Context: an optimization exercise on an open-source flow, tuned for small area. The choices shown serve that exercise and are no tape-out recipe. Only simulation tests tie the RTL to the original design; equivalence was not proved. The clock input has no modelled driver; a real chip could not lean on it and would need a root buffer or a full tree. Power figures rest on the tool's default switching activity, not on a simulated workload.

==> flow/design.v <==
module VendingMachine(
  input        clock,
  input        reset,
  input  [4:0] io_price,
  input        io_coin2Raw,
  input        io_coin5Raw,
  input        io_buyRaw,
  output       io_releaseCan,
  output       io_alarm,
  output [6:0] io_seg,
  output [3:0] io_an
);
  reg  [5:0] c2Deb, c5Deb, buyDeb;
  reg  [2:0] st;
  reg  [6:0] sum;
  reg  [7:0] numCan;
  reg  [7:0] scr;
  reg  [3:0] pos1, pos2;
  reg  [4:0] tick;
  reg  [1:0] sel;
  wire [5:0] c2Deb_n, c5Deb_n, buyDeb_n;
  wire [2:0] st_n;
  wire [6:0] sum_n;
  wire [7:0] numCan_n, scr_n;
  wire [3:0] pos1_n, pos2_n;
  wire [4:0] tick_n;
  wire [1:0] sel_n;
  wire       coin2, coin5, buy, alarm, empty;
  deb_next u_c2(.x(c2Deb), .raw(io_coin2Raw), .reset(reset), .nx(c2Deb_n), .on(coin2));
  deb_next u_c5(.x(c5Deb), .raw(io_coin5Raw), .reset(reset), .nx(c5Deb_n), .on(coin5));
  deb_next u_buy(.x(buyDeb), .raw(io_buyRaw), .reset(reset), .nx(buyDeb_n), .on(buy));
  ctrl_next u_ctrl(.st(st), .sum(sum), .numCan(numCan), .coin2(coin2), .coin5(coin5),
    .buy(buy), .price(io_price), .reset(reset), .st_n(st_n), .sum_n(sum_n),
    .numCan_n(numCan_n), .releaseCan(io_releaseCan), .alarm(alarm), .empty(empty));
  scroll_next u_scroll(.scr(scr), .pos1(pos1), .pos2(pos2), .alarm(alarm), .empty(empty),
    .reset(reset), .scr_n(scr_n), .pos1_n(pos1_n), .pos2_n(pos2_n));
  tick_next u_tick(.tick(tick), .sel(sel), .reset(reset), .tick_n(tick_n), .sel_n(sel_n),
    .an(io_an));
  disp u_disp(.alarm(alarm), .empty(empty), .pos1(pos1), .pos2(pos2), .sel(sel),
    .sum(sum), .price(io_price), .seg(io_seg));
  assign io_alarm = alarm;
  always @(posedge clock) begin
    c2Deb  <= c2Deb_n;
    c5Deb  <= c5Deb_n;
    buyDeb <= buyDeb_n;
    st     <= st_n;
    sum    <= sum_n;
    numCan <= numCan_n;
    scr    <= scr_n;
    pos1   <= pos1_n;
    pos2   <= pos2_n;
    tick   <= tick_n;
    sel    <= sel_n;
  end
endmodule
module disp(
  input        alarm,
  input        empty,
  input  [3:0] pos1,
  input  [3:0] pos2,
  input  [1:0] sel,
  input  [6:0] sum,
  input  [4:0] price,
  output [6:0] seg
);
  wire [6:0] t1, t2, num;
  txt1 u_t1(.pos(pos1), .sel(sel), .y(t1));
  txt2 u_t2(.pos(pos2), .sel(sel), .y(t2));
  numseg u_num(.sel(sel), .sum(sum), .price(price), .o(num));
  assign seg = ~(alarm ? t2 : empty ? t1 : num);
endmodule
module deb_next(x, raw, reset, nx, on);
  input [5:0] x;
  wire [5:0] x;
  input raw;
  wire raw;
  input reset;
  wire reset;
  output [5:0] nx;
  wire [5:0] nx;
  output on;
  wire on;
  wire _00_;
  wire _01_;
  wire _02_;
  wire _03_;
  wire _04_;
  wire _05_;
  wire _06_;
  wire _07_;
  assign _00_ = (~(x[2])&~(x[1])&~(x[3])&~(x[4]));
  assign _01_ = (~(x[0])&~(_00_)) | (~(x[5]));
  assign _02_ = (~(x[0])&~(x[5]));
  assign _03_ = (~(_02_));
  assign _04_ = (~(_01_)&~(raw)) | (~(_03_)&~(raw));
  assign nx[0] = (~(reset)&~(_04_));
  assign nx[4] = (~(raw)&~(reset)&(x[3]));
  assign _05_ = (~(raw)&~(x[2]));
  assign nx[3] = (~(reset)&~(_05_));
  assign _06_ = (~(raw)&~(x[1]));
  assign nx[2] = (~(reset)&~(_06_));
  assign _07_ = (~(raw)&~(x[0]));
  assign nx[1] = (~(reset)&~(_07_));
  assign nx[5] = (~(raw)&~(reset)&(x[4]));
  assign on = (~(_00_)) | (~(_02_));
endmodule
module ctrl_next(st, sum, numCan, coin2, coin5, buy, price, reset, st_n, sum_n, numCan_n, releaseCan, alarm, empty);
  input [2:0] st;
  wire [2:0] st;
  input [6:0] sum;
  wire [6:0] sum;
  input [7:0] numCan;
  wire [7:0] numCan;
  input coin2;
  wire coin2;
  input coin5;
  wire coin5;
  input buy;
  wire buy;
  input [4:0] price;
  wire [4:0] price;
  input reset;
  wire reset;
  output [2:0] st_n;
  wire [2:0] st_n;
  output [6:0] sum_n;
  wire [6:0] sum_n;
  output [7:0] numCan_n;
  wire [7:0] numCan_n;
  output releaseCan;
  wire releaseCan;
  output alarm;
  wire alarm;
  output empty;
  wire empty;
  wire _000_;
  wire _001_;
  wire _002_;
  wire _003_;
  wire _004_;
  wire _005_;
  wire _006_;
  wire _007_;
  wire _008_;
  wire _009_;
  wire _010_;
  wire _011_;
  wire _012_;
  wire _013_;
  wire _014_;
  wire _015_;
  wire _016_;
  wire _017_;
  wire _018_;
  wire _019_;
  wire _020_;
  wire _021_;
  wire _022_;
  wire _023_;
  wire _024_;
  wire _025_;
  wire _026_;
  wire _027_;
  wire _028_;
  wire _029_;
  wire _030_;
  wire _031_;
  wire _032_;
  wire _033_;
  wire _034_;
  wire _035_;
  wire _036_;
  wire _037_;
  wire _038_;
  wire _039_;
  wire _040_;
  wire _041_;
  wire _042_;
  wire _043_;
  wire _044_;
  wire _045_;
  wire _046_;
  wire _047_;
  wire _048_;
  wire _049_;
  wire _050_;
  wire _051_;
  wire _052_;
  wire _053_;
  wire _054_;
  wire _055_;
  wire _056_;
  wire _057_;
  wire _058_;
  wire _059_;
  wire _060_;
  wire _061_;
  wire _062_;
  wire _063_;
  wire _064_;
  wire _065_;
  wire _066_;
  wire _067_;
  wire _068_;
  wire _069_;
  wire _070_;
  wire _071_;
  wire _072_;
  wire _073_;
  wire _074_;
  wire _075_;
  wire _076_;
  wire _077_;
  wire _078_;
  wire _079_;
  assign _033_ = (~(buy));
  assign _034_ = (~(sum[3]));
  assign _035_ = (~(st[2])&~(price[3]));
  assign _036_ = (~(st[2]));
  assign _037_ = (~(_036_)&~(coin5));
  assign _038_ = (~(_036_)&(coin2));
  assign _039_ = ((_037_)) | ((_038_));
  assign _040_ = (~(_036_)&~(_039_)) | (~(price[2])&~(_039_));
  assign _041_ = (~(st[2])&~(price[1]));
  assign _042_ = (~(_041_));
  assign _043_ = (~(st[2])&~(price[0]));
  assign _044_ = (~(sum[0])&~(_043_));
  assign _045_ = (~(_037_)&~(_041_)&~(_044_));
  assign _046_ = (~(_044_)&~(_038_)&~(_045_)) | (~(_041_)&~(_038_)&~(_045_));
  assign _047_ = (~(sum[1])&~(_046_));
  assign _048_ = (~(_042_)&~(_047_)) | (~(_046_)&~(_047_));
  assign _049_ = (~(_040_)&~(_048_));
  assign _050_ = ((_040_)&(_048_));
  assign _051_ = (~(sum[2])&~(_050_));
  assign _052_ = (~(_049_)&~(_051_));
  assign _053_ = (~(_035_)&~(_052_));
  assign _054_ = (~(_035_)) | (~(_052_));
  assign _055_ = (~(_034_)&~(_053_)) | (~(_054_));
  assign _056_ = (~(sum[4])&~(_055_));
  assign _057_ = (~(sum[4])) | (~(_055_));
  assign _058_ = (~(price[4])&~(_056_)) | (~(_057_));
  assign _059_ = (~(sum[6])&~(sum[5])&~(_033_)&~(_058_));
  assign _060_ = ((coin2)) | ((coin5)) | ((buy));
  assign _061_ = (~(numCan[6])&~(numCan[4])&~(numCan[1])&~(numCan[7]));
  assign _062_ = (~(numCan[2])&~(numCan[5])&~(numCan[0]));
  assign _063_ = (~(numCan[3]));
  assign _064_ = (~(_061_)) | (~(_062_)) | (~(_063_));
  assign _065_ = (~(st[0]));
  assign _066_ = (~(_065_)&~(st[1]));
  assign _067_ = (~(_060_)&~(_064_)) | (~(_066_));
  assign _068_ = (~(reset));
  assign _069_ = (~(st[1])&~(_036_)) | (~(_068_));
  assign _070_ = (~(st[1])&~(_069_)) | (~(_033_)&~(_069_)) | (~(_036_)&~(_069_));
  assign st_n[1] = ((_059_)&(_070_)) | ((_067_)&(_070_));
  assign empty = (~(_064_));
  assign _071_ = (~(st[1]));
  assign _072_ = (~(_060_)&~(empty)) | (~(_071_));
  assign _073_ = (~(_059_)&~(_072_));
  assign st_n[0] = (~(_065_)&~(_073_)) | (~(_070_));
  assign _074_ = (~(numCan[1]));
  assign releaseCan = (~(st[0])&~(st[2]));
  assign _075_ = (~(_071_)) | (~(releaseCan));
  assign _076_ = (~(numCan[0])&~(_075_));
  assign _077_ = (~(_074_)) | (~(_076_));
  assign _078_ = (~(numCan[2])&~(_077_));
  assign _079_ = (~(_063_)) | (~(_078_));
  assign _000_ = (~(numCan[4])&~(_079_));
  assign _001_ = (~(_000_));
  assign _002_ = (~(numCan[5])&~(_001_));
  assign _003_ = (~(_002_));
  assign _004_ = (~(numCan[6])&~(_003_));
  assign _005_ = (~(numCan[6])&~(_004_)) | (~(_003_)&~(_004_));
  assign numCan_n[6] = (~(reset)&~(_005_));
  assign _006_ = (~(numCan[5])&~(_002_)) | (~(_001_)&~(_002_));
  assign numCan_n[5] = (~(reset)&~(_006_));
  assign _007_ = (~(numCan[4])&~(_000_)) | (~(_079_)&~(_000_));
  assign numCan_n[4] = (~(reset)&~(_007_));
  assign _008_ = ((_063_)&(_079_)) | ((_078_)&(_079_));
  assign numCan_n[3] = (~(reset)&~(_008_));
  assign _009_ = (~(numCan[2])&~(_078_)) | (~(_077_)&~(_078_));
  assign numCan_n[2] = (~(reset)&~(_009_));
  assign numCan_n[1] = (~(_074_)&~(_076_)) | (~(_068_)) | (~(_077_));
  assign numCan_n[0] = ((numCan[0])&(_075_)) | ((reset)) | ((_076_));
  assign _010_ = (~(sum[5]));
  assign _011_ = (~(_058_)&~(_075_));
  assign _012_ = (~(_065_)) | (~(_071_));
  assign _013_ = (~(_036_)&~(_012_)&~(_057_));
  assign _014_ = (~(_011_)&~(_013_));
  assign _015_ = (~(_010_)&~(_014_));
  assign sum_n[5] = (~(_010_)&~(reset)&~(_015_)) | (~(_014_)&~(reset)&~(_015_));
  assign _016_ = (~(st[2])&~(price[4]));
  assign _017_ = (~(_055_)&~(_016_));
  assign _018_ = (~(_055_)&~(_017_)&~(_012_)) | (~(_016_)&~(_017_)&~(_012_));
  assign _019_ = (~(sum[4])&~(_018_));
  assign sum_n[4] = (~(sum[4])&~(reset)&~(_019_)) | (~(_018_)&~(reset)&~(_019_));
  assign _020_ = (~(_053_)&~(_012_));
  assign _021_ = (~(_054_)&~(sum[3])) | (~(_020_)&~(sum[3]));
  assign sum_n[3] = (~(_054_)&~(_021_)&~(reset)) | (~(_020_)&~(_021_)&~(reset)) | (~(sum[3])&~(_021_)&~(reset));
  assign _022_ = (~(_049_)&~(_050_)&~(_012_));
  assign _023_ = (~(sum[2])&~(_022_));
  assign sum_n[2] = (~(sum[2])&~(_023_)&~(reset)) | (~(_022_)&~(_023_)&~(reset));
  assign _024_ = (~(_046_)&~(_012_));
  assign _025_ = (~(sum[1])&~(_024_));
  assign sum_n[1] = (~(sum[1])&~(_025_)&~(reset)) | (~(_024_)&~(_025_)&~(reset));
  assign _026_ = (~(_039_)&~(_043_)&~(_012_));
  assign _027_ = (~(sum[0])&~(_026_));
  assign sum_n[0] = (~(sum[0])&~(_027_)&~(reset)) | (~(_026_)&~(_027_)&~(reset));
  assign alarm = (~(_065_)&~(st[2])&~(_071_));
  assign _028_ = (~(coin2)&~(coin5)&~(_036_));
  assign _029_ = ((_065_)) | ((buy)) | ((_072_));
  assign st_n[2] = (~(_066_)&~(_036_)&~(reset)) | (~(_066_)&~(_029_)&~(reset)) | (~(_028_)&~(_036_)&~(reset)) | (~(_028_)&~(_029_)&~(reset));
  assign _030_ = (~(numCan[7])&~(_004_));
  assign numCan_n[7] = (~(numCan[7])&~(reset)&~(_030_)) | (~(_004_)&~(reset)&~(_030_));
  assign _031_ = ((_010_)&(_011_)) | ((sum[5])&(_013_));
  assign _032_ = (~(sum[6])&~(_031_)) | (~(_068_));
  assign sum_n[6] = (~(sum[6])&~(_032_)) | (~(_031_)&~(_032_));
endmodule
module scroll_next(scr, pos1, pos2, alarm, empty, reset, scr_n, pos1_n, pos2_n);
  input [7:0] scr;
  wire [7:0] scr;
  input [3:0] pos1;
  wire [3:0] pos1;
  input [3:0] pos2;
  wire [3:0] pos2;
  input alarm;
  wire alarm;
  input empty;
  wire empty;
  input reset;
  wire reset;
  output [7:0] scr_n;
  wire [7:0] scr_n;
  output [3:0] pos1_n;
  wire [3:0] pos1_n;
  output [3:0] pos2_n;
  wire [3:0] pos2_n;
  wire _00_;
  wire _01_;
  wire _02_;
  wire _03_;
  wire _04_;
  wire _05_;
  wire _06_;
  wire _07_;
  wire _08_;
  wire _09_;
  wire _10_;
  wire _11_;
  wire _12_;
  wire _13_;
  wire _14_;
  wire _15_;
  wire _16_;
  wire _17_;
  wire _18_;
  wire _19_;
  wire _20_;
  wire _21_;
  wire _22_;
  wire _23_;
  wire _24_;
  wire _25_;
  wire _26_;
  wire _27_;
  wire _28_;
  wire _29_;
  wire _30_;
  wire _31_;
  wire _32_;
  wire _33_;
  wire _34_;
  wire _35_;
  wire _36_;
  assign _00_ = (~(pos1[1]));
  assign _01_ = (~(scr[5]));
  assign _02_ = (~(_01_)) | (~(scr[4]));
  assign _03_ = (~(scr[7]));
  assign _04_ = (~(scr[3])) | (~(_03_));
  assign _05_ = (~(scr[6]));
  assign _06_ = (~(scr[1]));
  assign _07_ = (~(_05_)) | (~(_06_)) | (~(scr[2])) | (~(scr[0]));
  assign _08_ = (~(_02_)&~(_04_)&~(_07_));
  assign _09_ = (~(pos1[0])) | (~(_08_));
  assign _10_ = (~(_00_)&~(_09_));
  assign _11_ = (~(pos1[2])&~(_10_));
  assign _12_ = (~(_09_));
  assign _13_ = ((pos1[1])&(_12_)&(pos1[2]));
  assign _14_ = ((pos1[2])&(pos1[1])&(pos1[3])&(_08_)) | ((reset));
  assign pos1_n[2] = (~(_11_)&~(_13_)&~(_14_));
  assign pos1_n[1] = (~(_00_)&~(_10_)&~(_14_)) | (~(_09_)&~(_10_)&~(_14_));
  assign _15_ = (~(pos1[0])&~(_08_));
  assign pos1_n[0] = (~(_14_)&~(_15_)&~(_12_));
  assign _16_ = ((alarm)) | ((empty)) | ((reset));
  assign _17_ = (~(reset));
  assign _18_ = (~(alarm)&~(empty)) | (~(_17_));
  assign scr_n[6] = (~(_01_)&~(_18_)) | (~(_05_)&~(_16_));
  assign _19_ = (~(_08_)&~(_18_));
  assign _20_ = (~(_19_));
  assign _21_ = (~(_17_)) | (~(_20_));
  assign _22_ = (~(scr[4]));
  assign scr_n[5] = (~(_22_)&~(_20_)) | (~(_01_)&~(_21_));
  assign _23_ = (~(scr[3]));
  assign scr_n[4] = (~(_23_)&~(_20_)) | (~(_22_)&~(_16_));
  assign _24_ = (~(scr[2]));
  assign scr_n[3] = (~(_24_)&~(_20_)) | (~(_23_)&~(_16_));
  assign scr_n[2] = (~(_06_)&~(_18_)) | (~(_24_)&~(_16_));
  assign _25_ = (~(scr[0])) | (~(_19_));
  assign scr_n[1] = (~(_06_)&~(_21_)) | (~(_25_));
  assign _26_ = (~(scr[3])&~(_03_)) | (~(_04_));
  assign _27_ = (~(_01_)&~(scr[4])) | (~(_02_));
  assign _28_ = ((_26_)&~(_27_)) | (~(_26_)&(_27_));
  assign scr_n[0] = ((_20_)&(scr[0])) | ((_28_)&(scr[0])) | ((_20_)&(_16_)) | ((_28_)&(_16_));
  assign _29_ = (~(pos2[2]));
  assign _30_ = (~(pos2[1]));
  assign _31_ = (~(pos2[0])) | (~(_08_));
  assign _32_ = (~(_30_)&~(_31_)) | (~(_17_));
  assign _33_ = ((_30_)) | ((_31_)) | ((pos2[3])) | ((reset));
  assign pos2_n[2] = (~(pos2[2])&~(_33_)) | (~(_29_)&~(_32_));
  assign pos2_n[1] = (~(_30_)&~(_32_)) | (~(_31_)&~(_32_));
  assign _34_ = (~(pos2[3]));
  assign pos2_n[3] = (~(_29_)&~(_33_)) | (~(_34_)&~(_32_));
  assign _35_ = (~(pos2[0])&~(_08_)) | (~(_17_));
  assign pos2_n[0] = (~(pos2[0])&~(_35_)) | (~(_08_)&~(_35_));
  assign _36_ = (~(pos1[3])&~(_13_));
  assign pos1_n[3] = (~(_14_)&~(_36_));
  assign scr_n[7] = (~(_03_)&~(_16_)) | (~(_05_)&~(_18_));
endmodule
module tick_next(tick, sel, reset, tick_n, sel_n, an);
  input [4:0] tick;
  wire [4:0] tick;
  input [1:0] sel;
  wire [1:0] sel;
  input reset;
  wire reset;
  output [4:0] tick_n;
  wire [4:0] tick_n;
  output [1:0] sel_n;
  wire [1:0] sel_n;
  output [3:0] an;
  wire [3:0] an;
  wire _00_;
  wire _01_;
  wire _02_;
  wire _03_;
  wire _04_;
  wire _05_;
  wire _06_;
  wire _07_;
  wire _08_;
  assign _00_ = (~(reset));
  assign _01_ = (~(tick[0]));
  assign _02_ = (~(tick[3]));
  assign _03_ = (~(tick[2]));
  assign _04_ = (~(_03_)&~(tick[4]));
  assign _05_ = (~(_01_)) | (~(_02_)) | (~(tick[1])) | (~(_04_));
  assign tick_n[2] = ((_00_)&(_05_)&(tick[1]));
  assign tick_n[1] = (~(reset)&~(_01_));
  assign tick_n[0] = ((_03_)&(tick[4])) | ((reset)) | ((_04_));
  assign _06_ = (~(sel[1]));
  assign _07_ = (~(sel[0]));
  assign an[0] = (~(_06_)) | (~(_07_));
  assign an[1] = (~(_06_)) | (~(sel[0]));
  assign _08_ = (~(_07_)&~(_05_));
  assign sel_n[0] = (~(_07_)&~(reset)&~(_08_)) | (~(_05_)&~(reset)&~(_08_));
  assign an[2] = (~(sel[1])) | (~(_07_));
  assign an[3] = (~(sel[1])) | (~(sel[0]));
  assign sel_n[1] = ((_05_)&(sel[1])&(_00_)) | ((an[3])&(sel[1])&(_00_)) | ((_05_)&(_08_)&(_00_)) | ((an[3])&(_08_)&(_00_));
  assign tick_n[4] = (~(reset)&~(_02_));
  assign tick_n[3] = ((_00_)&(_05_)&(tick[2]));
endmodule
module txt1(pos, sel, y);
  input [3:0] pos;
  wire [3:0] pos;
  input [1:0] sel;
  wire [1:0] sel;
  output [6:0] y;
  wire [6:0] y;
  wire _00_;
  wire _01_;
  wire _02_;
  wire _03_;
  wire _04_;
  wire _05_;
  wire _06_;
  wire _07_;
  wire _08_;
  wire _09_;
  wire _10_;
  wire _11_;
  wire _12_;
  wire _13_;
  wire _14_;
  wire _15_;
  wire _16_;
  wire _17_;
  wire _18_;
  wire _19_;
  wire _20_;
  wire _21_;
  wire _22_;
  wire _23_;
  wire _24_;
  wire _25_;
  wire _26_;
  wire _27_;
  wire _28_;
  wire _29_;
  wire _30_;
  wire _31_;
  wire _32_;
  wire _33_;
  wire _34_;
  wire _35_;
  assign _00_ = (~(pos[0]));
  assign _01_ = (~(sel[1]));
  assign _02_ = (~(_01_)&~(pos[1]));
  assign _03_ = (~(pos[2]));
  assign _04_ = (~(_00_)&~(_02_)) | (~(_03_));
  assign _05_ = (~(_03_)&~(_02_));
  assign _06_ = (~(_05_));
  assign _07_ = (~(_00_)) | (~(sel[0]));
  assign _08_ = (~(_07_));
  assign _09_ = (~(_01_)) | (~(pos[1]));
  assign _10_ = (~(_09_));
  assign _11_ = (~(_03_)&~(_09_)) | (~(pos[2])&~(_10_));
  assign _12_ = (~(_00_)&~(sel[0]));
  assign _13_ = (~(_08_)&~(_12_)) | (~(_11_)&~(_12_));
  assign _14_ = (~(_13_));
  assign _15_ = (~(_07_)&~(_11_));
  assign _16_ = (~(_04_)&~(_15_)) | (~(_06_)&~(_15_)) | (~(_14_)&~(_15_));
  assign _17_ = (~(pos[3]));
  assign _18_ = (~(pos[3])&~(_05_)) | (~(_17_)&~(_06_)) | (~(_13_));
  assign y[5] = (~(_16_)) | (~(_18_));
  assign _19_ = (~(pos[3])&~(_07_));
  assign _20_ = (~(_17_)&~(_12_)) | (~(_03_));
  assign _21_ = (~(_03_)&~(_19_)) | (~(_20_));
  assign _22_ = (~(_10_)&~(_02_));
  assign _23_ = (~(_22_));
  assign _24_ = (~(_08_)&~(_23_)&~(pos[3]));
  assign _25_ = (~(_24_));
  assign _26_ = (~(_18_)&(_11_));
  assign _27_ = (~(_19_)&~(_26_)) | (~(_10_));
  assign y[2] = (~(_01_)&~(pos[1])&~(_21_)) | (~(_25_)) | (~(_27_));
  assign _28_ = (~(y[5])) | (~(y[2]));
  assign _29_ = (~(_28_));
  assign _30_ = (~(y[5])&~(y[2]));
  assign _31_ = (~(_15_)&~(_24_));
  assign y[4] = (~(_29_)&~(_30_)) | (~(_31_));
  assign y[3] = ((_26_)) | (~(_16_));
  assign y[1] = (~(_31_)&~(_28_));
  assign _32_ = (~(_13_)) | (~(_23_));
  assign _33_ = (~(_14_)) | (~(_22_));
  assign y[0] = (~(pos[3])&~(_16_)) | (~(pos[3])&~(_18_)) | (~(_32_)&~(_16_)) | (~(_33_)&~(_16_)) | (~(_32_)&~(_18_)) | (~(_33_)&~(_18_));
  assign _34_ = (~(_23_)&~(_21_));
  assign _35_ = (~(pos[3])&~(_16_));
  assign y[6] = (~(_30_)&~(_34_)&~(_35_));
endmodule
module txt2(pos, sel, y);
  input [3:0] pos;
  wire [3:0] pos;
  input [1:0] sel;
  wire [1:0] sel;
  output [6:0] y;
  wire [6:0] y;
  wire _00_;
  wire _01_;
  wire _02_;
  wire _03_;
  wire _04_;
  wire _05_;
  wire _06_;
  wire _07_;
  wire _08_;
  wire _09_;
  wire _10_;
  wire _11_;
  wire _12_;
  wire _13_;
  wire _14_;
  wire _15_;
  wire _16_;
  wire _17_;
  wire _18_;
  wire _19_;
  wire _20_;
  assign _00_ = (~(pos[1]));
  assign _01_ = (~(sel[1])) | (~(_00_));
  assign _02_ = (~(sel[1])&~(_00_)) | (~(_01_));
  assign _03_ = (~(sel[0])&(pos[0]));
  assign _04_ = (~(pos[1])&~(pos[2]));
  assign _05_ = (~(pos[3])&~(_04_));
  assign _06_ = (~(_02_)&~(_05_)) | (~(_04_)&~(_05_)) | (~(pos[3])&~(_05_));
  assign _07_ = (~(_03_)&~(_06_)) | (~(pos[3])&~(_02_));
  assign _08_ = (~(_07_));
  assign _09_ = (~(pos[0])&(sel[0]));
  assign _10_ = (~(_03_)&~(_09_)&~(pos[3]));
  assign _11_ = (~(_10_));
  assign _12_ = (~(_02_)&~(_03_));
  assign _13_ = ((_03_)) | ((_09_)) | ((pos[2]));
  assign y[3] = (~(_02_)&~(_13_)) | (~(_08_)&~(_12_));
  assign _14_ = (~(y[3]));
  assign y[1] = (~(_02_)&~(_11_)) | (~(_14_));
  assign _15_ = (~(y[1]));
  assign y[5] = (~(_08_)&~(_15_));
  assign _16_ = (~(pos[2]));
  assign _17_ = (~(sel[1])&~(_00_)) | (~(_09_));
  assign _18_ = (~(_01_)) | (~(_17_));
  assign _19_ = (~(pos[3])&~(_16_)&~(_18_));
  assign _20_ = (~(pos[3])&~(_19_)) | (~(_16_)&~(_19_)) | (~(_18_)&~(_19_));
  assign y[4] = (~(_08_)&~(_12_)) | (~(_20_));
  assign y[2] = (~(_08_)&~(_14_));
  assign y[0] = (~(_10_)&~(_15_)) | (~(_20_)&~(_15_));
  assign y[6] = (~(_07_)&~(_20_)) | (~(_02_)&~(_11_));
endmodule
module numseg(sel, sum, price, o);
  input [1:0] sel;
  wire [1:0] sel;
  input [6:0] sum;
  wire [6:0] sum;
  input [4:0] price;
  wire [4:0] price;
  output [6:0] o;
  wire [6:0] o;
  wire _000_;
  wire _001_;
  wire _002_;
  wire _003_;
  wire _004_;
  wire _005_;
  wire _006_;
  wire _007_;
  wire _008_;
  wire _009_;
  wire _010_;
  wire _011_;
  wire _012_;
  wire _013_;
  wire _014_;
  wire _015_;
  wire _016_;
  wire _017_;
  wire _018_;
  wire _019_;
  wire _020_;
  wire _021_;
  wire _022_;
  wire _023_;
  wire _024_;
  wire _025_;
  wire _026_;
  wire _027_;
  wire _028_;
  wire _029_;
  wire _030_;
  wire _031_;
  wire _032_;
  wire _033_;
  wire _034_;
  wire _035_;
  wire _036_;
  wire _037_;
  wire _038_;
  wire _039_;
  wire _040_;
  wire _041_;
  wire _042_;
  wire _043_;
  wire _044_;
  wire _045_;
  wire _046_;
  wire _047_;
  wire _048_;
  wire _049_;
  wire _050_;
  wire _051_;
  wire _052_;
  wire _053_;
  wire _054_;
  assign _000_ = (~(sel[1])) | (~(sum[6]));
  assign _001_ = (~(sum[4])&~(_000_)&~(sum[5]));
  assign _002_ = (~(sel[1]));
  assign _003_ = (~(_002_)&~(sum[6]));
  assign _004_ = (~(sum[5])) | (~(_003_));
  assign _005_ = (~(sum[4])&~(_000_));
  assign _006_ = (~(sum[5])&~(_002_)&~(sum[4])) | (~(sum[5])&~(_002_)&~(_003_)) | (~(sum[5])&~(price[4])&~(sum[4])) | (~(_005_)&~(_002_)&~(sum[4])) | (~(sum[5])&~(price[4])&~(_003_)) | (~(_005_)&~(_002_)&~(_003_)) | (~(_005_)&~(price[4])&~(sum[4])) | (~(_005_)&~(price[4])&~(_003_));
  assign _007_ = (~(_006_));
  assign _008_ = (~(sum[3])&~(_007_));
  assign _009_ = (~(_004_)&~(_008_));
  assign _010_ = (~(_001_)&~(_009_));
  assign _011_ = (~(sum[3])) | (~(_010_));
  assign _012_ = (~(sum[3])&~(_010_)) | (~(_011_));
  assign _013_ = (~(sum[3])&~(_004_));
  assign _014_ = (~(_002_)&~(_012_)) | (~(sel[1])&~(price[3]));
  assign _015_ = (~(_002_)&~(sum[2])) | (~(sel[1])&~(price[2]));
  assign _016_ = (~(_014_)) | (~(_015_));
  assign _017_ = (~(_007_)) | (~(_016_));
  assign _018_ = (~(_001_)&~(_013_)) | (~(_017_));
  assign _019_ = (~(_007_)) | (~(_017_));
  assign _020_ = (~(_012_)&~(_018_)) | (~(_019_));
  assign _021_ = (~(_000_)&~(_020_)&(sum[5]));
  assign _022_ = ((_021_)) | (~(sel[0]));
  assign _023_ = (~(_017_)&~(_013_)) | (~(_018_));
  assign _024_ = (~(_023_));
  assign _025_ = (~(sel[0])&~(_021_));
  assign _026_ = (~(_025_));
  assign _027_ = ((sel[1])&(_002_)) | ((price[1])&(_002_)) | ((sel[1])&(sum[1])) | ((price[1])&(sum[1]));
  assign _028_ = (~(_015_)) | (~(_023_));
  assign _029_ = (~(_028_));
  assign _030_ = (~(_014_)&~(_029_)) | (~(_016_)&~(_024_));
  assign _031_ = (~(_020_)&~(_030_));
  assign _032_ = (~(_015_)&~(_023_)) | (~(_028_));
  assign _033_ = ((_032_)&(_030_)) | ((_027_)&(_030_));
  assign _034_ = (~(_020_)&~(_033_));
  assign _035_ = (~(_027_)&~(_034_));
  assign _036_ = (~(_027_)&~(_035_)) | (~(_031_)&~(_035_));
  assign _037_ = (~(_026_)&~(_036_)) | (~(_022_)&~(_024_));
  assign _038_ = (~(_033_)&~(_026_)&~(_031_)) | (~(_000_)&~(_022_));
  assign _039_ = (~(_037_)&~(_038_));
  assign _040_ = (~(_039_));
  assign _041_ = (~(_032_)) | (~(_035_));
  assign _042_ = (~(_032_)&~(_035_)) | (~(_041_));
  assign _043_ = (~(_010_)&~(_025_)) | (~(_026_)&~(_042_));
  assign _044_ = (~(sel[1])&~(price[0]));
  assign _045_ = (~(_002_)&~(sum[0]));
  assign _046_ = (~(_044_)&~(_045_)&~(_026_)) | (~(_022_)&~(_034_));
  assign _047_ = (~(_046_));
  assign _048_ = (~(_047_)) | (~(_040_));
  assign o[4] = (~(_040_)&~(_043_)) | (~(_048_));
  assign _049_ = (~(_043_));
  assign _050_ = (~(_047_)&~(_049_)&~(_039_));
  assign _051_ = (~(_046_)&~(_043_)) | (~(_047_)&~(_049_));
  assign _052_ = (~(_037_)&~(_051_));
  assign o[3] = (~(_050_)&~(_052_));
  assign _053_ = (~(_048_)&~(_049_));
  assign o[1] = (~(_046_)&~(_053_)) | (~(_039_)&~(_053_));
  assign o[5] = (~(_037_)) | (~(o[1]));
  assign _054_ = (~(o[5]));
  assign o[2] = (~(_046_)&~(_054_)) | (~(o[4]));
  assign o[0] = ((_051_)) | (~(_039_));
  assign o[6] = (~(_039_)&~(_050_)) | (~(_049_)&~(_050_));
endmodule
==> flow/flow/run.sh <==
#!/bin/bash
# Own layout flow: the standard layout (standard.sh) with three changes:
#  - synthesis maps the logic with an area-only ABC script, amap (no timing-driven
#    buffering or up-sizing; the 10 ns clock leaves ample slack),
#  - ports are buffered with sky130_fd_sc_hd__buf_1,
#  - the clock tree keeps only 5 of its leaf buffers (collapse_clock.tcl).
# Each make run's full output goes to its own log file in the work folder.
set -euo pipefail
W=$PWD
F=$W/flow

# synthesis script: the standard flow's own, with the abc call pointed at our ABC script
{
  echo 'proc abc {args} {'
  echo '  set i [lsearch -exact $args -script]'
  echo "  if {\$i >= 0} { lset args [expr {\$i + 1}] $F/abc_min.script }"
  echo '  yosys abc {*}$args'
  echo '}'
  cat "$W/synth_recipe.tcl"
} > "$W/own_synth.tcl"

EXTRA=(
  "SYNTH_SCRIPT=$W/own_synth.tcl"
  "BUFFER_PORTS_ARGS=-buffer_cell sky130_fd_sc_hd__buf_1"
  "CTS_ARGS=-sink_clustering_enable -repair_clock_nets -dont_use_dummy_load -buf_list sky130_fd_sc_hd__clkbuf_8 -root_buf sky130_fd_sc_hd__clkbuf_8 -apply_ndr none"
  "POST_CTS_TCL=$F/collapse_clock.tcl"
)

bash "$W/standard.sh" "${EXTRA[@]}" synth > "$W/synth.log" 2>&1
bash "$W/standard.sh" "${EXTRA[@]}" finish > "$W/layout.log" 2>&1
test -s "$W/out/final.def"
==> flow/flow/abc_min.script <==
strash; dch -f; amap; mfs2; strash; dch -f; amap; topo
==> flow/flow/collapse_clock.tcl <==
# POST_CTS hook: the design has few registers, so keep only K of the H-tree's
# leaf buffers (the K that best cover the registers), drive every register
# from its nearest kept leaf buffer, and delete the other leaf buffers.
set K [expr {[info exists ::env(CLOCK_LEAVES)] ? $::env(CLOCK_LEAVES) : 5}]
set block [ord::get_db_block]
set root [$block findInst clkbuf_0_clock]
set rootOut [[$root findITerm X] getNet]
set leaves {}
set sinks {}
foreach it [$rootOut getITerms] {
  set inst [$it getInst]
  if {$inst eq $root} { continue }
  if {[string match "sky130_fd_sc_hd__clkbuf_*" [[$inst getMaster] getName]]} {
    lappend leaves $inst
    foreach s [[[$inst findITerm X] getNet] getITerms] {
      if {[$s getInst] ne $inst} { lappend sinks $s }
    }
  } else {
    lappend sinks $it
  }
}
proc loc {inst} {
  set b [$inst getBBox]
  return [list [expr {([$b xMin] + [$b xMax]) / 2}] [expr {([$b yMin] + [$b yMax]) / 2}]]
}
proc dist {a b} { expr {abs([lindex $a 0] - [lindex $b 0]) + abs([lindex $a 1] - [lindex $b 1])} }
proc combos {lst k} {
  if {$k == 0} { return [list {}] }
  if {[llength $lst] < $k} { return {} }
  set out {}
  set first [lindex $lst 0]
  foreach c [combos [lrange $lst 1 end] [expr {$k - 1}]] { lappend out [concat [list $first] $c] }
  foreach c [combos [lrange $lst 1 end] $k] { lappend out $c }
  return $out
}
set sinkLoc {}
foreach s $sinks { lappend sinkLoc [loc [$s getInst]] }
if {$K > [llength $leaves]} { set K [llength $leaves] }
set best {}
set bestCost -1
foreach c [combos $leaves $K] {
  set cost 0
  foreach sl $sinkLoc {
    set m -1
    foreach l $c { set d [dist $sl [loc $l]]; if {$m < 0 || $d < $m} { set m $d } }
    incr cost $m
  }
  if {$bestCost < 0 || $cost < $bestCost} { set bestCost $cost; set best $c }
}
# reassign every sink to its nearest kept leaf
foreach s $sinks sl $sinkLoc {
  set m -1
  set to {}
  foreach l $best { set d [dist $sl [loc $l]]; if {$m < 0 || $d < $m} { set m $d; set to $l } }
  set net [[$to findITerm X] getNet]
  if {[$s getNet] ne $net} { $s disconnect; $s connect $net }
}
set removed 0
foreach l $leaves {
  if {[lsearch -exact $best $l] >= 0} { continue }
  set out [[$l findITerm X] getNet]
  [$l findITerm A] disconnect
  [$l findITerm X] disconnect
  odb::dbInst_destroy $l
  odb::dbNet_destroy $out
  incr removed
}
puts "collapse_clock: kept [llength $best] of [llength $leaves] leaf buffers, removed $removed, [llength $sinks] sinks"
detailed_placement
estimate_parasitics -placement
==> flow/standard.sh <==
#!/bin/bash
# synth_recipe.tcl (not shown) runs the flow's synth.tcl, then flattens the netlist and writes it again
# the make line also repeats each setting of config.mk as NAME=value (left out here)
make -C /OpenROAD-flow-scripts/flow DESIGN_CONFIG=/design/flow/config.mk WORK_HOME=/design/flow/orfs CLKGATE_MAP_FILE= SYNTH_SCRIPT=/design/flow/synth_recipe.tcl "${@:-finish}"
==> flow/config.mk <==
export PLATFORM = sky130hd
export DESIGN_NAME = VendingMachine
export DESIGN_NICKNAME = VendingMachine
export VERILOG_FILES = /design/flow/design.v
export SDC_FILE = /design/flow/constraint.sdc
export NUM_CORES = 4
export LEC_CHECK = 0
export CAP_MARGIN = 20
export CORE_MARGIN = 2
export CORE_UTILIZATION = 60
export SLEW_MARGIN = 20
==> flow/constraint.sdc <==
create_clock -name core_clock -period 10.0 [get_ports {clock}]
set_input_delay 2.0000 -clock core_clock [delete_from_list [all_inputs] [get_ports {clock}]]
set_output_delay 2.0000 -clock core_clock [all_outputs]
set_load 0.01 [all_outputs]
==> flow_summary.rst <==
.. list-table::
   :header-rows: 1

   * - Metric
     - Value
   * - Global router's overall resource usage
     - 0.220
   * - Initial antenna violation count
     - 0
   * - Critical path's top delay family
     - compound AO/OA/AOI/OAI gates
   * - Final setup violation count
     - 0
   * - Top cells by area, synth
     - sky130_fd_sc_hd__dfxtp_1 (38%), sky130_fd_sc_hd__nor2_1 (12%), sky130_fd_sc_hd__ha_1 (8.9%)
   * - Clock Pin Slew Worst Setup and Hold Paths
     - 0.07 ns
   * - Final layout net count
     - 482
   * - Fillers
     - about 450
   * - Reported max-cap violation count
     - 0
   * - CP dominant cell by count
     - sky130_fd_sc_hd__o21ai_0
   * - Biggest area consumer among synthesized cells
     - sky130_fd_sc_hd__dfxtp_1
   * - Power density over cell area
     - ~150 nW/um^2
   * - Top sig layer
     - met4
   * - Post-Place Setup Slack
     - around 2 ns
   * - Proportion of netlist area held by the largest area contributor
     - 0.382
   * - Placed wire-length estimate after detailed placement
     - approximately 4.9 mm
   * - Drt drc
     - 0
   * - Required time of the worst setup path
     - roughly 8 ns
   * - First-pass GRT wire length
     - 10.3 mm
   * - Count of TritonRoute iterations in the first routing pass
     - 4
   * - Height of the die
     - approximately 76 microns
   * - Routed wirelength normalized by instance count
     - around 12 microns
   * - Largest stage delay on the critical path
     - roughly 0.43 ns
   * - Sum of met2 wire segment lengths after detailed routing
     - between 2 and 3 mm
   * - Start-to-end type of the worst setup path
     - input port to output port
   * - Final max-slew violation count
     - 0
   * - Fmax
     - ~0.12 GHz
   * - Starting density of the core
     - 0.614
   * - Tightest slew margin relative to the limit
     - 0.336
   * - Antenna diode count
     - 0
   * - Register-to-register setup slack
     - 6.62 ns
   * - RSZ-0062 raised after global routing
     - false
   * - FF+latch count, synth
     - just under 60
   * - Total Routed Length
     - 6.33 mm
   * - Fraction of final layout cells with drive strength greater than 1
     - 0.0179
   * - Data arrival time of the worst path
     - 6.04 ns
   * - Origin of the worst min-delay path
     - tick[0]
   * - Vias in the first global route
     - 2,469
   * - Slew of the pin with the lowest slew margin
     - slightly below 1 ns
   * - WL met1
     - 3.15 mm
   * - Maximum net fanout on the critical path
     - 5
   * - Die footprint
     - between 5000 and 6000 sq um
   * - Remaining global-route overflow
     - 0
   * - Synth Net Count
     - 450
   * - Post-synth cell types
     - 37
   * - Number of violations reported at the end of detailed-routing iteration 0
     - around 160
   * - Number of antenna-violating nets in the routed design
     - 0
   * - Most used flip-flop cell after synthesis
     - sky130_fd_sc_hd__dfxtp_1
   * - Io pins
     - 23
   * - Sum of buffers and inverters on the critical path
     - 3
   * - Post-synthesis instance total
     - 418
   * - Skew-Pair Late Insertion Delay
     - roughly 0.31 ns
   * - Leakage power
     - between 1 and 1.5 nW
   * - Number of vias per cell after detailed routing
     - ~5.5
   * - Post-Synthesis Cell Area
     - slightly above 3000 sq um
   * - Hold violation count in the final report
     - 0
   * - Synthesized area per cell
     - 7.40 sq um
   * - FFs w/ async S/R, synth
     - 0
   * - PnR worst setup slack
     - a little under 2 ns
   * - Horizontal die dimension
     - 75.8 microns
   * - Sort of element at the start of the critical path
     - input port
   * - Worst IR Drop VDD
     - 0.124 mV
   * - Maximum number of pins on one net before global-route repair
     - 37
   * - Yosys synthesis warning count
     - 1
   * - Slowest-stage cell, CP
     - sky130_fd_sc_hd__a221oi_1
   * - Critical R2R Capture
     - sum[6]
   * - Share of synthesized area occupied by flip-flops and latches
     - 0.382
   * - Total negative slack
     - 0 ns
   * - EDFF count, synth
     - 0
   * - Total number of vias
     - between 2k and 3k
   * - Fin crit period
     - approximately 8 ns
   * - Part of the cycle the worst path needs
     - 0.804
   * - Placer's final routability congestion estimate
     - just over 0.9
   * - Beginning of the worst register-to-register path
     - st[2]
   * - Number of port buffers
     - 22
   * - Skew final
     - about 0.027 ns
   * - Stages on the worst setup path
     - 25
   * - Critical Path Source
     - io_price[4]
   * - Num Clock Sinks
     - between 50 and 60
   * - Detail Route met3 WL
     - roughly 240 microns
   * - Outcome
     - complete, no violations
   * - Type of destination of the critical path
     - output port
   * - Area of the core
     - just over 5000 sq um
   * - Hold Crit Class
     - register to register
   * - Worst Reg-to-Reg Cells
     - 15
   * - Commonest non-fill, non-tap cell in the layout
     - sky130_fd_sc_hd__nor2_1
   * - Number of rows created at floorplan
     - 26
   * - Layout area overhead
     - 8.65%
   * - Critical path endpoint
     - io_seg[2]
   * - Most used cells in the layout excluding fill and tap cells
     - sky130_fd_sc_hd__nor2_1 (103), sky130_fd_sc_hd__clkinv_1 (62), sky130_fd_sc_hd__dfxtp_1 (59), sky130_fd_sc_hd__nand2_1 (29)
   * - Worst hold-check slack
     - approximately 0.42 ns
==> sequential cells by signal (all words and copies together), names as in the netlist <==
register / cells
c2Deb: 6
scr: 8
pos1: 4
sum: 7
buyDeb: 6
c5Deb: 6
tick: 5
st: 3
sel: 2
numCan: 8
pos2: 4
==> report_power, final <==
part / switching, mW / leakage, nW / total [mW] / internal, mW
Sequential: 0.0129 / 0.483 / 0.264 / 0.252
Clock: 0.0691 / 0.0431 / 0.123 / 0.0541
Combinational: 0.0766 / 0.719 / 0.118 / 0.0411
Total: 0.159 / 1.24 / 0.505 / 0.347
==> cell families after synthesis <==
family	synth area share
XOR/XNOR	0.00283
flip-flops	0.382
AND/OR/NAND/NOR	0.245
adder cells (fa/ha/maj)	0.0890
AO/OA/AOI/OAI	0.206
buffers and inverters	0.0752
==> cell usage after synthesis (all sizes together) (4+ instances only) <==
library cell,count
nor2,103
clkinv,62
dfxtp,59
nand2,29
ha,22
o22ai,19
o21ai,18
a21oi,17
nor3,15
a211oi,14
and3,5
nor4,5
o21a,5
nand3,4
nand4,4
nor3b,4
o32ai,4
or2,4
==> worst min-delay path, delay by kind of cell (launching register included) <==
kind / cells / cell delay (ns)
buffers and inverters: 1 / 0.05
DFF: 1 / 0.30
and+or+nand+nor: 1 / 0.03
==> worst min-delay path by stage <==
stage	to	cells past startpoint
after global placement	tick[1]	2
final	tick[1]	2
after floorplan	tick[4]	2
after global routing	tick[1]	2
after detailed placement	tick[1]	2
==> layer usage <==
layer,global-route usage,vias to the layer above
met5,0,-
met4,0.0624,0
met3,0.0198,12
met2,0.364,57
met1,0.306,1279
li1,-,1515
==> area by class of cell <==
type / instances / area, sq um / share of cell area
Tap cell: 70 / 87.6 / 0.0261
Multi-Input combinational cell: 297 / 1680 / 0.500
Clock buffer: 6 / 82.6 / 0.0246
Timing Repair Buffer: 24 / 97.6 / 0.0290
Inverter: 62 / 233 / 0.0692
Sequential cell: 59 / 1180 / 0.351
==> per-stage QoR <==
step / std cells / util / instance area [sq um] / power [mW]
3_3_place_gp: 512 / 0.650 / 3280 / 0.385
6_report: 518 / 0.667 / 3360 / 0.505
5_1_grt: 518 / 0.667 / 3360 / 0.537
3_5_place_dp: 512 / 0.650 / 3280 / 0.387
2_1_floorplan: 418 / - / 3090 / 0.354

## static timing again, ports no longer ideal
The flow's constraints put no driver on any port. The routed layout listed below was extracted and timed again, unchanged, in two steps.
Step 1 assumes that a clkbuf_16 drives the clock port and a buf_2 every other input.
Step 2 times the ports against the registers' clock, not the clock port: input delays grow and output delays shrink by t, the midpoint of the rising clock arrivals with the driver on.
Slacks: ideal ports / drivers / drivers and shift; pairs: ideal ports / drivers.
t, ns: 0.331
setup slack, ns: 1.960 / 1.936 / 1.936
worst setup path at the end: input to output
clock arrival spread, ns: 0.028 / 0.028
cell pins on the clock port's net: 1
After both steps this run still meets setup and hold. For this run, drivers alone change the setup slack by -0.024 ns; drivers and shift together by -0.024 ns.
